Context: an optimization exercise on an open-source flow, tuned for small area, a short achievable clock period and few clock cycles. The choices shown serve that exercise and are no tape-out recipe.
At most, simulation tests tie the RTL to the original design; equivalence was not proved.
No activity file was given, so power comes from the tool's default toggle rates.

== the previous run ==
==> flow/design.v <==
module SimpleCPU(clk,rst,wrEn,data_fromRAM,addr_toRAM,data_toRAM,pCounter);
parameter SIZE = 13;
input clk,rst;
input wire [15:0] data_fromRAM;
output reg wrEn;
output reg [15:0] data_toRAM;
output reg [SIZE-1:0] addr_toRAM;
output reg [SIZE-1:0] pCounter;
localparam OP_ADD = 3'd0, OP_NAND = 3'd1, OP_SRL = 3'd2, OP_LT = 3'd3,
           OP_BZ = 3'd4, OP_CP2W = 3'd5, OP_CPFW = 3'd6, OP_MUL = 3'd7;
localparam S_F = 3'd0, S_I = 3'd1, S_E = 3'd2, S_D = 3'd3, S_M = 3'd4,
           S_S = 3'd5;
localparam MR = 2;
reg [2:0] state, stateNxt;
reg [2:0] op, opNxt;
reg [15:0] W, WNxt;
reg [15:0] opnd, acc;
reg [12:0] pcNxt;
wire [15:0] d = data_fromRAM;
wire [2:0] dOp = d[15:13];
wire dZero = ~|d[12:0];
wire wNZ = |W;
wire [12:0] pcInc = pCounter + 13'd1;
wire isLT = (op == OP_LT);
wire [16:0] sum = {1'b0, W} + {1'b0, d ^ {16{isLT}}} + {16'd0, isLT};
wire [3:0] sh = opnd[3:0];
wire shLeft = opnd[4];
wire shZero = (|opnd[15:5]) | (shLeft & ~|sh);
wire [15:0] shIn, shOut, shRes;
genvar k;
generate for (k = 0; k < 16; k = k + 1) begin : rev
    assign shIn[k] = shLeft ? W[15-k] : W[k];
    assign shRes[k] = shLeft ? shOut[15-k] : shOut[k];
end endgenerate
assign shOut = shIn >> sh;
wire inM = (state == S_M);
wire [15:0] mB = opnd;
wire [15:0] mAcc = acc;
reg [15:0] mSum;
integer j;
always @(*) begin
    mSum = mAcc;
    for (j = 0; j < MR; j = j + 1)
        mSum = mSum + ((W << j) & {16{mB[j]}});
end
wire [15:0] mBRest = mB >> MR;
wire [15:0] mWRest = W << MR;
wire mDone = ~|mBRest | ~|mWRest;
reg [15:0] alu;
always @(*) begin
    case (op)
        OP_ADD:  alu = sum[15:0];
        OP_NAND: alu = ~(W & d);
        OP_LT:   alu = {15'd0, ~sum[16]};
        default: alu = d;
    endcase
end
always @(*) begin
    stateNxt = state;
    opNxt = op;
    WNxt = W;
    pcNxt = pCounter;
    wrEn = 1'b0;
    data_toRAM = W;
    addr_toRAM = pcInc;
    case (state)
        S_F: begin
            opNxt = dOp;
            if (dOp == OP_BZ && wNZ) begin
                pcNxt = pcInc;
            end else begin
                addr_toRAM = {d[12:3], d[2] | dZero, d[1:0]};
                if (dZero)
                    stateNxt = S_I;
                else if (dOp == OP_CPFW) begin
                    wrEn = 1'b1;
                    pcNxt = pcInc;
                    stateNxt = S_D;
                end else
                    stateNxt = S_E;
            end
        end
        S_I: begin
            addr_toRAM = d[12:0];
            if (op == OP_CPFW) begin
                wrEn = 1'b1;
                pcNxt = pcInc;
                stateNxt = S_D;
            end else
                stateNxt = S_E;
        end
        S_E: begin
            if (op == OP_BZ) begin
                addr_toRAM = d[12:0];
                pcNxt = d[12:0];
                stateNxt = S_F;
            end else if (op == OP_MUL) begin
                stateNxt = S_M;
            end else if (op == OP_SRL) begin
                stateNxt = S_S;
            end else begin
                WNxt = alu;
                pcNxt = pcInc;
                stateNxt = S_F;
            end
        end
        S_M: begin
            if (mDone) begin
                WNxt = mSum;
                pcNxt = pcInc;
                stateNxt = S_F;
            end else
                WNxt = mWRest;
        end
        S_S: begin
            WNxt = shZero ? 16'd0 : shRes;
            pcNxt = pcInc;
            stateNxt = S_F;
        end
        default: begin  
            addr_toRAM = pCounter;
            stateNxt = S_F;
        end
    endcase
    if (rst) begin
        stateNxt = S_D;
        WNxt = 16'd0;
        pcNxt = 13'd0;
    end
end
always @(posedge clk) begin
    state <= stateNxt;
    op <= opNxt;
    W <= WNxt;
    pCounter <= pcNxt;
    opnd <= inM ? mBRest : d;
    acc <= inM ? mSum : 16'd0;
end
endmodule
==> flow/config.mk <==
export PLATFORM = sky130hd
export DESIGN_NAME = SimpleCPU
export DESIGN_NICKNAME = SimpleCPU
export VERILOG_FILES = /design/flow/design.v
export SDC_FILE = /design/flow/constraint.sdc
export NUM_CORES = 4
export LEC_CHECK = 0
export ABC_AREA = 1
export CAP_MARGIN = 20
export CORE_MARGIN = 2
export CORE_UTILIZATION = 40
export PLACE_DENSITY = 0.6
export SETUP_SLACK_MARGIN = 4.75
export SLEW_MARGIN = 20
==> flow/constraint.sdc <==
create_clock -name core_clock -period 10.0 [get_ports {clk}]
set_input_delay 2.0000 -clock core_clock [delete_from_list [all_inputs] [get_ports {clk}]]
set_output_delay 2.0000 -clock core_clock [all_outputs]
set_load 0.01 [all_outputs]
standard.sh (not shown) runs the stock make flow with config.mk's settings and CLKGATE_MAP_FILE= SYNTH_SCRIPT=/design/flow/synth_recipe.tcl, a recipe that flattens the netlist after the stock synthesis.
==> flow/flow/run.sh <==
#!/bin/bash
# The standard layout (the standard.sh, standard synthesis unchanged), with
# buf_2 cells instead of the default port buffers; make's output goes to
# standard.log and each ORFS step logs under orfs/logs/.
export BUFFER_PORTS_ARGS="-buffer_cell sky130_fd_sc_hd__buf_2"
bash standard.sh > standard.log 2>&1
The previous run closes out successfully: all stages finished, all timing, DRC and antenna checks passed.
Edits applied to the flow inputs when going from the previous run to the current run:
--- a/flow/design.v
+++ b/flow/design.v
@@ -5,55 +5,58 @@
 output reg wrEn;
 output reg [15:0] data_toRAM;
 output reg [SIZE-1:0] addr_toRAM;
 output reg [SIZE-1:0] pCounter;
 localparam OP_ADD = 3'd0, OP_NAND = 3'd1, OP_SRL = 3'd2, OP_LT = 3'd3,
            OP_BZ = 3'd4, OP_CP2W = 3'd5, OP_CPFW = 3'd6, OP_MUL = 3'd7;
-localparam S_F = 3'd0, S_I = 3'd1, S_E = 3'd2, S_D = 3'd3, S_M = 3'd4,
-           S_S = 3'd5;
-localparam MR = 2;
+localparam S_F = 3'd0, S_I = 3'd1, S_E = 3'd2, S_D = 3'd3, S_M = 3'd4;
+localparam MR = 2;  
 reg [2:0] state, stateNxt;
 reg [2:0] op, opNxt;
 reg [15:0] W, WNxt;
 reg [15:0] opnd, acc;
 reg [12:0] pcNxt;
 wire [15:0] d = data_fromRAM;
 wire [2:0] dOp = d[15:13];
 wire dZero = ~|d[12:0];
 wire wNZ = |W;
 wire [12:0] pcInc = pCounter + 13'd1;
 wire isLT = (op == OP_LT);
-wire [16:0] sum = {1'b0, W} + {1'b0, d ^ {16{isLT}}} + {16'd0, isLT};
-wire [3:0] sh = opnd[3:0];
-wire shLeft = opnd[4];
-wire shZero = (|opnd[15:5]) | (shLeft & ~|sh);
+wire [15:0] addA, addB;
+wire addC;
+wire [16:0] sum = {1'b0, addA} + {1'b0, addB} + {16'd0, addC};
+wire [3:0] sh = d[3:0];
+wire shLeft = d[4];
+wire shZero = (|d[15:5]) | (shLeft & ~|sh);
 wire [15:0] shIn, shOut, shRes;
 genvar k;
 generate for (k = 0; k < 16; k = k + 1) begin : rev
     assign shIn[k] = shLeft ? W[15-k] : W[k];
     assign shRes[k] = shLeft ? shOut[15-k] : shOut[k];
 end endgenerate
 assign shOut = shIn >> sh;
 wire inM = (state == S_M);
 wire [15:0] mB = opnd;
 wire [15:0] mAcc = acc;
-reg [15:0] mSum;
-integer j;
-always @(*) begin
-    mSum = mAcc;
-    for (j = 0; j < MR; j = j + 1)
-        mSum = mSum + ((W << j) & {16{mB[j]}});
-end
+wire [15:0] pp0 = W & {16{mB[0]}};
+wire [15:0] pp1 = {W[14:0], 1'b0} & {16{mB[1]}};
+wire [15:0] csS = mAcc ^ pp0 ^ pp1;
+wire [15:0] csC = (mAcc & pp0) | (mAcc & pp1) | (pp0 & pp1);
+assign addA = inM ? csS : W;
+assign addB = inM ? {csC[14:0], 1'b0} : d ^ {16{isLT}};
+assign addC = ~inM & isLT;
+wire [15:0] mSum = sum[15:0];
 wire [15:0] mBRest = mB >> MR;
 wire [15:0] mWRest = W << MR;
 wire mDone = ~|mBRest | ~|mWRest;
 reg [15:0] alu;
 always @(*) begin
     case (op)
         OP_ADD:  alu = sum[15:0];
         OP_NAND: alu = ~(W & d);
+        OP_SRL:  alu = shZero ? 16'd0 : shRes;
         OP_LT:   alu = {15'd0, ~sum[16]};
         default: alu = d;
     endcase
 end
 always @(*) begin
     stateNxt = state;
@@ -93,14 +96,12 @@
             if (op == OP_BZ) begin
                 addr_toRAM = d[12:0];
                 pcNxt = d[12:0];
                 stateNxt = S_F;
             end else if (op == OP_MUL) begin
                 stateNxt = S_M;
-            end else if (op == OP_SRL) begin
-                stateNxt = S_S;
             end else begin
                 WNxt = alu;
                 pcNxt = pcInc;
                 stateNxt = S_F;
             end
         end
@@ -108,17 +109,12 @@
             if (mDone) begin
                 WNxt = mSum;
                 pcNxt = pcInc;
                 stateNxt = S_F;
             end else
                 WNxt = mWRest;
-        end
-        S_S: begin
-            WNxt = shZero ? 16'd0 : shRes;
-            pcNxt = pcInc;
-            stateNxt = S_F;
         end
         default: begin  
             addr_toRAM = pCounter;
             stateNxt = S_F;
         end
     endcase
Results
- Die area | the current run < the previous run
- data_fromRAM[6] as the origin of the worst setup path was reported by the previous run, and data_fromRAM[10] by the current run.
- Sequential share of layout area up 1.2 points in the current run wrt the previous run
- | total routed wirelength | the current run vs the previous run | 2500 um lower |
- Relative to the previous run, the final cell area reported for the current run is lower.
- Looking at fraction of layout instances using a drive strength above 1 across the current run and the previous run, the one that comes out lower is the previous run.
- Going from the previous run to the current run, global-route wire length before repair went down by 7.5%, power share of the combinational group +1.3 points, setup slack down 0.046 ns.
- Lower critical path depth goes to the current run over the previous run.
- The current run vs. the previous run: utilization after layout has increased; largest net degree at the start of global routing up 69%.
Testbench counts of the current run, summed over its fixed seeds: cycles 510,758.
Only the layout flow was run in the previous run; the RTL was not checked for function there.

[afterwards: timing with drivers on the ports]
In the flow no input, the clock included, has a driving cell. The finished layouts below were timed again as built, in two steps. Step 1 sets driving cells, clkbuf_16 on the clock port and buf_2 on the other inputs (assumed; they add their load-dependent delay and slew). Step 2 times the ports against the registers' clock, not the clock port: input delays grow and output delays shrink by t, the midpoint of the rising clock arrivals with the driver on. Slacks: ideal / step 1 / step 2; pairs: ideal / step 1.
| run | t, ns | slack for setup (ns) | pins driven straight from the clock port |
|---|---|---|---|
| the previous run | 0.394 | 4.772 / 4.745 / 4.745 | 1 |
| the current run | 0.394 | 4.725 / 4.703 / 4.703 | 1 |
After both steps setup and hold are still met in every run listed. For the previous run, which loses most, drivers alone change the setup slack by -0.027 ns; drivers and shift together by -0.027 ns.
